This is an optimization exercise on Yosys and OpenROAD, whose aim is small area, not a production implementation. At most, simulation tests tie the RTL to the original design; equivalence was not proved. Power is estimated from default activity; no workload was simulated.

==> run H: inputs <==
==> flow/design.v (excerpt) <==
module SonarOnChip(
    input wire wb_clk_i,
    input wire wb_rst_i,
    input wire wbs_stb_i,
    input wire wbs_cyc_i,
    input wire wbs_we_i,
    input wire [3:0] wbs_sel_i,
    input wire [31:0] wbs_dat_i,
    input wire [31:0] wbs_adr_i,
    output wire wbs_ack_o,
    output wire [31:0] wbs_dat_o,
    input wire  [37:0] io_in,
    output wire [37:0] io_out,
    output wire [37:0] io_oeb
  );
export LEC_CHECK = 0
export CAP_MARGIN = 20
export CORE_MARGIN = 2
export CORE_UTILIZATION = 45
export PLACE_DENSITY = 0.6
export SLEW_MARGIN = 20
export SYNTH_HIERARCHICAL = 1
export SYNTH_MINIMUM_KEEP_SIZE = 0
create_clock -name core_clock -period 12.0 [get_ports {wb_clk_i}]
standard.sh (not shown) runs the stock make flow with config.mk's settings and CLKGATE_MAP_FILE= SYNTH_SCRIPT=/design/flow/synth_recipe.tcl, a recipe that flattens the netlist after the stock synthesis.
==> flow/flow/run.sh <==
#!/bin/bash
# Standard layout; clock tree synthesis adds no dummy loads and builds the
# tree from small clock buffers.
set -euo pipefail
export CTS_ARGS="-sink_clustering_enable -repair_clock_nets -dont_use_dummy_load -buf_list sky130_fd_sc_hd__clkbuf_4"
bash standard.sh > standard_make.log 2>&1
==> run X: changes against run H <==
==> flow/run.sh (new file) <==
#!/bin/bash
# synth_recipe.tcl (not shown) runs the flow's synth.tcl, then flattens the netlist and writes it again
# the make line also repeats each setting of config.mk as NAME=value (left out here)
make -C /OpenROAD-flow-scripts/flow DESIGN_CONFIG=/design/flow/config.mk WORK_HOME=/design/flow/orfs CLKGATE_MAP_FILE= SYNTH_SCRIPT=/design/flow/synth_recipe.tcl finish
removed: flow/flow/run.sh
removed: flow/standard.sh
==> notes.md <==
	run X	run H
Sum of routed wire segments on met1	87.2 mm	88.0 mm
Fraction of layout instances using a drive strength above 1	0.0726	0.0800
Power share of the sequential group	0.152	0.160
Routed via count	46.0k	46.3k
Pwr Total	17.4 mW	16.6 mW
DRT Pass-1 Iters	10	7
Net switching power	8.88 mW	8.75 mW
Transition at the pin with the smallest max-transition slack	1.25 ns	1.27 ns
Clock latency on the worst-skew pair	0.69 ns	1.02 ns
VDD IR-drop max	0.708 mV	0.692 mV
GR Layer Usage met1	0.445	0.446
Status	complete, no violations	complete, no violations
Highest clock rate	103 MHz	107 MHz
Fraction of area in multi-input gates	0.698	0.710
Worst setup path end	d1n[30]$_DFF_P_	Y[24]$_SDFF_PP0_
Clock buf/inv share	0.0340	0.0172
Number of nets in the final layout	7391	7475
Number of buffers added by the clock tree synthesis step	66	150
Proportion of power drawn by combinational gates	0.725	0.763
Critical path's largest stage delay	0.76 ns	1.18 ns
No run of this note included a check of the RTL's function; only the layout flow was run.


==> inputs of trial 50 <==
SonarOnChip again, from the RTL that the note above started with.
==> flow/config.mk <==
export PLATFORM = sky130hd
export DESIGN_NAME = SonarOnChip
export DESIGN_NICKNAME = SonarOnChip
export VERILOG_FILES = /design/flow/design.v
export SDC_FILE = /design/flow/constraint.sdc
export NUM_CORES = 4
export LEC_CHECK = 0
export CAP_MARGIN = 20
export CORE_MARGIN = 2
export CORE_UTILIZATION = 45
export GPL_TIMING_DRIVEN = 0
export PLACE_DENSITY = 0.6
export SLEW_MARGIN = 20
export SYNTH_HIERARCHICAL = 1
export SYNTH_MINIMUM_KEEP_SIZE = 0
==> flow/constraint.sdc <==
create_clock -name core_clock -period 12.0 [get_ports {wb_clk_i}]
set_input_delay 2.4000 -clock core_clock [delete_from_list [all_inputs] [get_ports {wb_clk_i}]]
set_output_delay 2.4000 -clock core_clock [all_outputs]
set_load 0.01 [all_outputs]
==> flow/flow/run.sh <==
#!/bin/bash
# Standard layout, with clock tree synthesis told not to add dummy loads.
set -euo pipefail
export CTS_ARGS="-sink_clustering_enable -repair_clock_nets -dont_use_dummy_load"
bash standard.sh > standard_make.log 2>&1
==> inputs of build 87, as changes to trial 50 <==
--- a/flow/design.v
+++ b/flow/design.v
@@ -1058,10 +1058,14 @@
   wire g_c1054;
   wire g_s1055;
   wire g_c1056;
   wire g_s1057;
   wire g_c1058;
+  wire g_s1059;
+  wire g_c1060;
+  wire g_s1061;
+  wire g_c1062;
   assign g_p1 = ~(mi[0] & amp[0]);
   assign g_p2 = ~(mi[1] & amp[0]);
   assign g_p3 = ~(mi[2] & amp[0]);
   assign g_p4 = ~(mi[3] & amp[0]);
   assign g_p5 = ~(mi[4] & amp[0]);
@@ -1817,11 +1821,15 @@
   FA gf1056 (.a(g_c464), .b(g_s481), .ci(g_c1054), .s(g_s1055), .co(g_c1056));
   assign mn[10] = g_s1055;
   assign g_s1057 = ~(g_s501 ^ g_c1056);
   assign g_c1058 = g_s501 | g_c1056;
   assign mn[11] = g_s1057;
-  assign mn[31:12] = {g_c1022, g_c994, g_c966, g_c938, g_c910, g_c882, g_c854, g_c826, g_c798, g_c770, g_c742, g_c714, g_c686, g_c658, g_c630, g_c602, g_c574, g_c548, g_c524, g_s523} + {g_x1036, g_s1021, g_s993, g_s965, g_s937, g_s909, g_s881, g_s853, g_s825, g_s797, g_s769, g_s741, g_s713, g_s685, g_s657, g_s629, g_s601, g_s573, g_s547, g_c502} + g_c1058;
+  FA gf1060 (.a(g_s523), .b(g_c502), .ci(g_c1058), .s(g_s1059), .co(g_c1060));
+  assign mn[12] = g_s1059;
+  FA gf1062 (.a(g_c524), .b(g_s547), .ci(g_c1060), .s(g_s1061), .co(g_c1062));
+  assign mn[13] = g_s1061;
+  assign mn[31:14] = {g_c1022, g_c994, g_c966, g_c938, g_c910, g_c882, g_c854, g_c826, g_c798, g_c770, g_c742, g_c714, g_c686, g_c658, g_c630, g_c602, g_c574, g_c548} + {g_x1036, g_s1021, g_s993, g_s965, g_s937, g_s909, g_s881, g_s853, g_s825, g_s797, g_s769, g_s741, g_s713, g_s685, g_s657, g_s629, g_s601, g_s573} + g_c1062;
 endmodule
 module FA(input wire a, input wire b, input wire ci, output wire s, output wire co);
   assign s = a ^ b ^ ci;
   assign co = (a & b) | (a & ci) | (b & ci);
 endmodule
@@ -5622,10 +5630,16 @@
   wire i_c3787;
   wire i_s3788;
   wire i_c3789;
   wire i_s3790;
   wire i_c3791;
+  wire i_s3792;
+  wire i_c3793;
+  wire i_s3794;
+  wire i_c3795;
+  wire i_s3796;
+  wire i_c3797;
   assign i_p1 = ~(X[0] & a0[0]);
   assign i_p2 = ~(X[0] & a0[1]);
   assign i_p3 = ~(X[0] & a0[2]);
   assign i_p4 = ~(X[0] & a0[3]);
   assign i_p5 = ~(X[0] & a0[4]);
@@ -8185,11 +8199,18 @@
   assign i_s3788 = ~(i_s1645 ^ i_c3787);
   assign i_c3789 = i_s1645 | i_c3787;
   assign Sn[8] = i_s3788;
   FA if3791 (.a(i_c1646), .b(i_s1735), .ci(i_c3789), .s(i_s3790), .co(i_c3791));
   assign Sn[9] = i_s3790;
-  assign Sn[31:10] = {i_x3771, i_s3767, i_s3751, i_s3725, i_c3644, i_c3588, i_s3587, i_c3446, i_s3445, i_c3264, i_c3158, i_s3157, i_c2916, i_s2915, i_s2779, i_c2486, i_c2336, i_c2196, i_s2195, i_s2065, i_c1836, i_c1736} + {i_c3768, i_c3752, i_c3726, i_c3690, i_s3689, i_s3643, i_c3522, i_s3521, i_c3360, i_s3359, i_s3263, i_c3042, i_s3041, i_c2780, 1'b1, i_s2635, i_s2485, i_s2335, i_c2066, 1'b1, i_s1945, i_s1835} + i_c3791;
+  FA if3793 (.a(i_c1736), .b(i_s1835), .ci(i_c3791), .s(i_s3792), .co(i_c3793));
+  assign Sn[10] = i_s3792;
+  FA if3795 (.a(i_c1836), .b(i_s1945), .ci(i_c3793), .s(i_s3794), .co(i_c3795));
+  assign Sn[11] = i_s3794;
+  assign i_s3796 = ~(i_s2065 ^ i_c3795);
+  assign i_c3797 = i_s2065 | i_c3795;
+  assign Sn[12] = i_s3796;
+  assign Sn[31:13] = {i_x3771, i_s3767, i_s3751, i_s3725, i_c3644, i_c3588, i_s3587, i_c3446, i_s3445, i_c3264, i_c3158, i_s3157, i_c2916, i_s2915, i_s2779, i_c2486, i_c2336, i_c2196, i_s2195} + {i_c3768, i_c3752, i_c3726, i_c3690, i_s3689, i_s3643, i_c3522, i_s3521, i_c3360, i_s3359, i_s3263, i_c3042, i_s3041, i_c2780, 1'b1, i_s2635, i_s2485, i_s2335, i_c2066} + i_c3797;
 endmodule
 module MAF_SUM(
   input  wire [30:0] d4, d5,
   input  wire        v4, v5,
   output wire [31:0] sn);
@@ -8287,10 +8308,18 @@
   wire m_c90;
   wire m_s91;
   wire m_c92;
   wire m_s93;
   wire m_c94;
+  wire m_s95;
+  wire m_c96;
+  wire m_s97;
+  wire m_c98;
+  wire m_s99;
+  wire m_c100;
+  wire m_s101;
+  wire m_c102;
   FA mf2 (.a(pn[1]), .b(qn[0]), .ci(qn[1]), .s(m_s1), .co(m_c2));
   FA mf4 (.a(pn[2]), .b(qn[1]), .ci(qn[2]), .s(m_s3), .co(m_c4));
   FA mf6 (.a(pn[3]), .b(qn[2]), .ci(qn[3]), .s(m_s5), .co(m_c6));
   FA mf8 (.a(pn[4]), .b(qn[3]), .ci(qn[4]), .s(m_s7), .co(m_c8));
   FA mf10 (.a(pn[5]), .b(qn[4]), .ci(qn[5]), .s(m_s9), .co(m_c10));
@@ -8353,11 +8382,19 @@
   assign sn[14] = m_s89;
   FA mf92 (.a(m_c28), .b(m_s29), .ci(m_c90), .s(m_s91), .co(m_c92));
   assign sn[15] = m_s91;
   FA mf94 (.a(m_c30), .b(m_s31), .ci(m_c92), .s(m_s93), .co(m_c94));
   assign sn[16] = m_s93;
-  assign sn[31:17] = {qn[30], m_c58, m_c56, m_c54, m_c52, m_c50, m_c48, m_c46, m_c44, m_c42, m_c40, m_c38, m_c36, m_c34, m_c32} + {m_c60, m_s59, m_s57, m_s55, m_s53, m_s51, m_s49, m_s47, m_s45, m_s43, m_s41, m_s39, m_s37, m_s35, m_s33} + m_c94;
+  FA mf96 (.a(m_c32), .b(m_s33), .ci(m_c94), .s(m_s95), .co(m_c96));
+  assign sn[17] = m_s95;
+  FA mf98 (.a(m_c34), .b(m_s35), .ci(m_c96), .s(m_s97), .co(m_c98));
+  assign sn[18] = m_s97;
+  FA mf100 (.a(m_c36), .b(m_s37), .ci(m_c98), .s(m_s99), .co(m_c100));
+  assign sn[19] = m_s99;
+  FA mf102 (.a(m_c38), .b(m_s39), .ci(m_c100), .s(m_s101), .co(m_c102));
+  assign sn[20] = m_s101;
+  assign sn[31:21] = {qn[30], m_c58, m_c56, m_c54, m_c52, m_c50, m_c48, m_c46, m_c44, m_c42, m_c40} + {m_c60, m_s59, m_s57, m_s55, m_s53, m_s51, m_s49, m_s47, m_s45, m_s43, m_s41} + m_c102;
 endmodule
 module SonarOnChip(
     input wire wb_clk_i,
     input wire wb_rst_i,
     input wire wbs_stb_i,
==> flow/flow/run.sh (replaced) <==
#!/bin/bash
# Standard layout; clock tree synthesis adds no dummy loads and builds the
# tree from small clock buffers.
set -euo pipefail
export CTS_ARGS="-sink_clustering_enable -repair_clock_nets -dont_use_dummy_load -buf_list sky130_fd_sc_hd__clkbuf_4"
bash standard.sh > standard_make.log 2>&1
- GPL_TIMING_DRIVEN: 0 -> default
==> comparison table <==
|  | trial 50 | build 87 |
|---|---|---|
| Fmax achieved | 93.7 MHz | 94.2 MHz |
| Startpoint of the tightest hold check path | d3[28] | d2[4] |
| Clock buffer instance count of the final layout | 56 | 149 |
| Final critical path time including I/O delays and setup | 10.68 ns | 10.62 ns |
| Maximum resistive drop on vdd | 1.02 mV | 0.920 mV |
| RR Startpoint | pcm[4] | v[4] |
| Power of the combinational group | 14.8 mW | 12.7 mW |
| Net switching power of the design | 10.4 mW | 8.69 mW |
| Post-detailed-placement cell area | 65700 µm² | 63900 µm² |
| Internal power of the cells | 8.48 mW | 7.91 mW |
| Run status | finished clean | finished clean |
| Sequential cell area | 12500 µm² | 12500 µm² |
| P_clk | 1.52 mW | 1.28 mW |
For trial 50, only the layout was checked, not whether the RTL still works.


==> run C <==
SonarOnChip, a different RTL version from the one above (not shown whole).
==> module SonarOnChip, before the edit <==
module SonarOnChip(
    input wire wb_clk_i,
    input wire wb_rst_i,
    input wire wbs_stb_i,
    input wire wbs_cyc_i,
    input wire wbs_we_i,
    input wire [3:0] wbs_sel_i,
    input wire [31:0] wbs_dat_i,
    input wire [31:0] wbs_adr_i,
    output wire wbs_ack_o,
    output wire [31:0] wbs_dat_o,
    input wire  [37:0] io_in,
    output wire [37:0] io_out,
    output wire [37:0] io_oeb
  );
  wire clk = wb_clk_i;
  wire rst = wb_rst_i;
  assign io_oeb = 38'h00FFFF0000;
  reg        wbs_done;
  reg [15:0] control, a0, a1, a2, b2, amp;
  reg [31:0] threshold;
  reg [31:0] rdata;
  wire       wb_valid = wbs_cyc_i & wbs_stb_i;
  wire [3:0] adr = wbs_adr_i[5:2];
  assign wbs_ack_o = wbs_done;
  assign wbs_dat_o = rdata;
  wire        wr = wb_valid & wbs_we_i;
  wire [31:0] wdat = wbs_dat_i & {32{~rst}};
  reg  [15:0] b1n;
  wire [15:0] b1 = ~b1n;
  always @(posedge clk) begin
    wbs_done <= wb_valid & ~rst;
    if (rst | (wr & (adr == 4'd0))) control   <= wdat[15:0];
    if (rst | (wr & (adr == 4'd1))) a0        <= wdat[15:0];
    if (rst | (wr & (adr == 4'd2))) a1        <= wdat[15:0];
    if (rst | (wr & (adr == 4'd3))) a2        <= wdat[15:0];
    if (rst | (wr & (adr == 4'd4))) b1n       <= ~wdat[15:0];
    if (rst | (wr & (adr == 4'd5))) b2        <= wdat[15:0];
    if (rst | (wr & (adr == 4'd6))) amp       <= wdat[15:0];
    if (rst | (wr & (adr == 4'd7))) threshold <= wdat;
  end
  reg [3:0] div_cnt;
  reg       mclk;
  always @(posedge clk) begin
    if (rst) begin
      div_cnt <= 4'd0;
      mclk <= 1'b0;
    end else if (div_cnt == 4'd8) begin
      div_cnt <= 4'd0;
      mclk <= ~mclk;
    end else
      div_cnt <= div_cnt + 4'd1;
  end
  reg [31:0] sr;
  reg [15:0] acc;
  reg [3:0]  dec_cnt;
  reg [15:0] cic_out;
  wire mic = io_in[0];
  wire up = mclk & mic & ~sr[31];
  wire dn = mclk & ~mic & sr[31];
  wire [15:0] acc_next;
  wire [15:0] acc_c;
  HA u_acc0(.a(acc[0]), .b(up | dn), .s(acc_next[0]), .co(acc_c[1]));
  genvar j;
  generate
    for (j = 1; j < 16; j = j + 1) begin : g_acc
      if (j < 15) begin : g_fa
        FA u_fa(.a(acc[j]), .b(dn), .ci(acc_c[j]), .s(acc_next[j]), .co(acc_c[j+1]));
      end else begin : g_top
        assign acc_next[j] = acc[j] ^ dn ^ acc_c[j];
      end
    end
  endgenerate
  always @(posedge clk) begin
    if (rst) begin
      sr <= 32'd0;
      acc <= 16'd0;
      dec_cnt <= 4'd0;
      cic_out <= 16'd0;
    end else begin
      acc <= acc_next;
      if (mclk) begin
        sr <= {sr[30:0], mic};
        if (dec_cnt == 4'd10)
          dec_cnt <= 4'd11;
        else if (dec_cnt == 4'd11) begin
          dec_cnt <= 4'd2;
          cic_out <= acc;
        end else
          dec_cnt <= dec_cnt + 4'd1;
      end
    end
  end
  reg [15:0] pcm;
  always @(posedge clk)
    if (rst) pcm <= 16'd0;
    else if (control[0]) pcm <= cic_out;
  reg [15:0] X1, X2, Y1n, Y2;
  reg [31:0] Y;
  wire [31:0] iir_sn;
  IIR_SUM u_iir(.X(pcm), .X1(X1), .X2(X2), .Y1n(Y1n), .Y2(Y2),
                .a0(a0), .a1(a1), .a2(a2), .b1n(b1n), .b2(b2), .Sn(iir_sn));
  always @(posedge clk) begin
    if (rst) begin
      X1 <= 16'd0; X2 <= 16'd0; Y1n <= 16'hffff; Y2 <= 16'd0; Y <= 32'd0;
    end else begin
      X1 <= pcm; X2 <= X1; Y1n <= ~Y[15:0]; Y2 <= ~Y1n; Y <= ~iir_sn;
    end
  end
  wire [31:0] mul_i = io_in[4] ? {{16{pcm[15]}}, pcm} : Y;
  wire [31:0] mn;
  GAIN_MUL u_gain(.mi(mul_i), .amp(amp), .mn(mn));
  reg [31:0] d1n;
  reg [30:0] d2, d3, d4, d5;
  reg [5:1]  v;
  reg [29:0] maf;
  wire [31:0] maf_sn;
  MAF_SUM u_maf(.d4(d4), .d5(d5), .v4(v[4]), .v5(v[5]), .sn(maf_sn));
  always @(posedge clk) begin
    d1n <= mn;
    d2 <= d1n[30:0] ^ {31{d1n[31]}};
    d3 <= d2; d4 <= d3; d5 <= d4;
  end
  always @(posedge clk) begin
    if (rst) begin
      v <= 5'd0;
      maf <= 30'd0;
    end else begin
      v <= {v[4:1], 1'b1};
      maf <= ~maf_sn[31:2];
    end
  end
  wire [30:0] cmp_c;
  assign cmp_c[0] = 1'b1;
  genvar k;
  generate
    for (k = 0; k < 30; k = k + 1) begin : g_cmp
      assign cmp_c[k+1] = (maf[k] & ~threshold[k]) | (maf[k] & cmp_c[k]) | (~threshold[k] & cmp_c[k]);
    end
  endgenerate
  wire detect = cmp_c[30] & ~threshold[30] & ~threshold[31];
  assign io_out = {21'd0, detect, 14'd0, mclk, 1'b0};
  always @(posedge clk) begin
    if (rst)
      rdata <= 32'd0;
    else
      case (adr)
        4'd0:  rdata <= {16'd0, control};
        4'd1:  rdata <= {16'd0, a0};
        4'd2:  rdata <= {16'd0, a1};
        4'd3:  rdata <= {16'd0, a2};
        4'd4:  rdata <= {16'd0, b1};
        4'd5:  rdata <= {16'd0, b2};
        4'd6:  rdata <= {16'd0, amp};
        4'd7:  rdata <= threshold;
        4'd8:  rdata <= {16'd0, pcm};
        4'd9:  rdata <= Y;
        4'd10: rdata <= {2'b00, maf};
        4'd11: rdata <= {30'd0, mclk, detect};
        default: rdata <= 32'd0;
      endcase
  end
endmodule
clock: 12.0 ns
lec_check: 0
cap_margin: 20
core_margin: 2
core_utilization: 45
place_density: 0.6
slew_margin: 20
synth_hierarchical: 1
synth_minimum_keep_size: 0
==> flow/flow/run.sh <==
#!/bin/bash
# Standard layout with two changes:
# - before the post-placement repair, the buffers that timing-driven global
#   placement put after plain flip-flops are removed and those flip-flops get
#   the drive-2 cell instead (flow/upsize.tcl); repair_design then buffers
#   whatever still needs it;
# - clock tree synthesis adds no dummy loads and builds the tree from
#   clkbuf_4 cells driving clusters of up to 8 flip-flops.
set -euo pipefail
here=$(cd "$(dirname "$0")" && pwd)
export PRE_RESIZE_TCL="$here/upsize.tcl"
export CTS_ARGS="-sink_clustering_enable -repair_clock_nets -dont_use_dummy_load -buf_list sky130_fd_sc_hd__clkbuf_4 -sink_clustering_size 8 -sink_clustering_max_diameter 50"
bash standard.sh > standard_make.log 2>&1
==> flow/flow/upsize.tcl <==
# Replace the buffers that timing-driven global placement put after
# flip-flops by a stronger drive of the flip-flop itself; repair_design,
# which runs next, buffers whatever still needs it.
# dfxtp_2 for a dfxtp_1 or dfxtp_2 driver; other drivers keep their buffers.
proc stronger { master } {
  if { [string match "*__dfxtp_\[12\]" $master] } { return "sky130_fd_sc_hd__dfxtp_2" }
  return ""
}

set block [ord::get_db_block]
set count 0
set drivers {}
set changed 1
while { $changed } {
set changed 0
foreach inst [$block getInsts] {
  set name [$inst getName]
  if { ![string match "place*" $name] } { continue }
  if { ![string match "sky130_fd_sc_hd__buf_*" [[$inst getMaster] getName]] } { continue }
  set in_net [[$inst findITerm A] getNet]
  set out_net [[$inst findITerm X] getNet]
  if { $in_net == "NULL" || $out_net == "NULL" } { continue }
  if { [llength [$out_net getBTerms]] > 0 } { continue }
  set drv ""
  foreach it [$in_net getITerms] {
    if { [$it isOutputSignal] } { set drv [$it getInst] }
  }
  if { $drv == "" } { continue }
  set bigger [stronger [[$drv getMaster] getName]]
  if { $bigger == "" } { continue }
  foreach it [$out_net getITerms] {
    if { [$it getInst] == $inst } { continue }
    $it disconnect
    $it connect $in_net
  }
  [$inst findITerm A] disconnect
  [$inst findITerm X] disconnect
  odb::dbInst_destroy $inst
  odb::dbNet_destroy $out_net
  lappend drivers $drv
  incr count
  set changed 1
}
}
set drivers [lsort -unique $drivers]
foreach d $drivers {
  set bigger [stronger [[$d getMaster] getName]]
  if { $bigger != "" } { replace_cell [$d getName] $bigger }
}
puts "upsize.tcl: removed $count buffers, upsized [llength $drivers] flip-flops"
==> run A (differences from run C) <==
--- a/flow/design.v
+++ b/flow/design.v
@@ -8427,14 +8427,23 @@
   always @(posedge clk) begin
     wbs_done <= wb_valid & ~rst;
     if (rst | (wr & (adr == 4'd0))) control   <= wdat[15:0];
-    if (rst | (wr & (adr == 4'd1))) a0        <= wdat[15:0];
-    if (rst | (wr & (adr == 4'd2))) a1        <= wdat[15:0];
-    if (rst | (wr & (adr == 4'd3))) a2        <= wdat[15:0];
-    if (rst | (wr & (adr == 4'd4))) b1n       <= ~wdat[15:0];
-    if (rst | (wr & (adr == 4'd5))) b2        <= wdat[15:0];
-    if (rst | (wr & (adr == 4'd6))) amp       <= wdat[15:0];
     if (rst | (wr & (adr == 4'd7))) threshold <= wdat;
   end
+  always @(posedge clk) begin
+    if (rst) begin
+      a0 <= 16'd0; a1 <= 16'd0; a2 <= 16'd0; b1n <= 16'hffff; b2 <= 16'd0; amp <= 16'd0;
+    end else if (wr) begin
+      case (adr)
+        4'd1: a0  <= wbs_dat_i[15:0];
+        4'd2: a1  <= wbs_dat_i[15:0];
+        4'd3: a2  <= wbs_dat_i[15:0];
+        4'd4: b1n <= ~wbs_dat_i[15:0];
+        4'd5: b2  <= wbs_dat_i[15:0];
+        4'd6: amp <= wbs_dat_i[15:0];
+        default: ;
+      endcase
+    end
+  end
   reg [3:0] div_cnt;
   reg       mclk;
   always @(posedge clk) begin
==> run M (differences from run C) <==
==> flow/flow/run.sh (replaced) <==
#!/bin/bash
# Standard layout; clock tree synthesis adds no dummy loads and builds the
# tree from small clock buffers driving clusters of up to 8 flip-flops.
set -euo pipefail
export CTS_ARGS="-sink_clustering_enable -repair_clock_nets -dont_use_dummy_load -buf_list sky130_fd_sc_hd__clkbuf_4 -sink_clustering_size 8 -sink_clustering_max_diameter 50"
bash standard.sh > standard_make.log 2>&1
removed: flow/flow/upsize.tcl
==> impl_metrics.tcl <==
set metrics [dict create \
    stdcell_count 7453 \
    path_depth 33 \
    arrival_ps 11690 \
    outcome "finished clean" \
    initial_core_util_pct 45.3 \
    reg2reg_depth 33 \
    skew_ps 176 \
    seq_cell_power_mw 1.91 \
    dp.cells 7356 \
    place.gp.congestion 1.04 \
    multi_input_area_share_pct 74.4 \
    hpwl_um 163000 \
    syn_inst 6006 \
    holdWs_ps 307 \
    fin_util_pct 46.5 \
]
Source of the figures above: run A

==> impl_metrics.tcl <==
set metrics [dict create \
    path_depth 33 \
    met2_usage_pct 47.1 \
    reg2reg_depth 33 \
    seq_cell_power_mw 2.67 \
    fin_util_pct 46.8 \
    cts_resized 0 \
    nClkBuffers 88 \
    stdcell_count 7254 \
    initial_core_util_pct 45.1 \
    worstHoldPathType "reg -> reg" \
    multi_input_area_share_pct 72.1 \
    arrival_ps 11640 \
    hpwl_um 166000 \
    outcome "finished clean" \
    place.gp.congestion 1.05 \
    dp.cells 7159 \
    holdWs_ps 283 \
    use_met1_pct 41.5 \
]
Source of the figures above: run C

==> impl_metrics.tcl <==
set metrics [dict create \
    reg2reg_depth 34 \
    holdWs_ps 284 \
    syn_inst 5708 \
    multi_input_area_share_pct 71.6 \
    fin_util_pct 47.1 \
    arrival_ps 11460 \
    outcome "finished clean" \
    seq_cell_power_mw 2.62 \
    path_depth 34 \
    skew_ps 205 \
    hpwl_um 168000 \
]
Source of the figures above: run M

-- static timing again, ports no longer ideal --
Ports are ideal in the flow. The routed layouts listed here were re-timed in OpenROAD.
Step 1: set_driving_cell puts a clkbuf_16 on wb_clk_i and a buf_2 on each other input, an assumption about the parent block.
Step 2 also shifts input and output timing later by t, the mid clock arrival at the registers, as if the neighbouring blocks saw the same clock.
Slacks: no drivers / after step 1 / after step 2; pairs: no drivers / after step 1.
| run | t (ns) | setup WS [ns] | slew at the worst register clock pin (ns) |
|---|---|---|---|
| run H | 1.042 | 2.626 / 2.625 / 1.611 | 0.07 / 0.07 |
| run X | 0.730 | 2.282 / 2.247 / 1.517 | 0.09 / 0.09 |
| trial 50 | 0.704 | 1.324 / 1.324 / 0.972 | 0.09 / 0.09 |
| build 87 | 1.052 | 1.384 / 1.384 / 0.857 | 0.07 / 0.07 |
| run C | 1.012 | 1.079 / 1.079 / 0.856 | 0.11 / 0.11 |
| run A | 1.010 | 1.170 / 1.171 / 1.037 | 0.11 / 0.11 |
| run M | 0.980 | 1.305 / 1.305 / 0.883 | 0.11 / 0.11 |
After both steps setup and hold are still met in every run listed. For run H, which loses most, drivers alone change the setup slack by -0.001 ns; drivers and shift together by -1.015 ns.
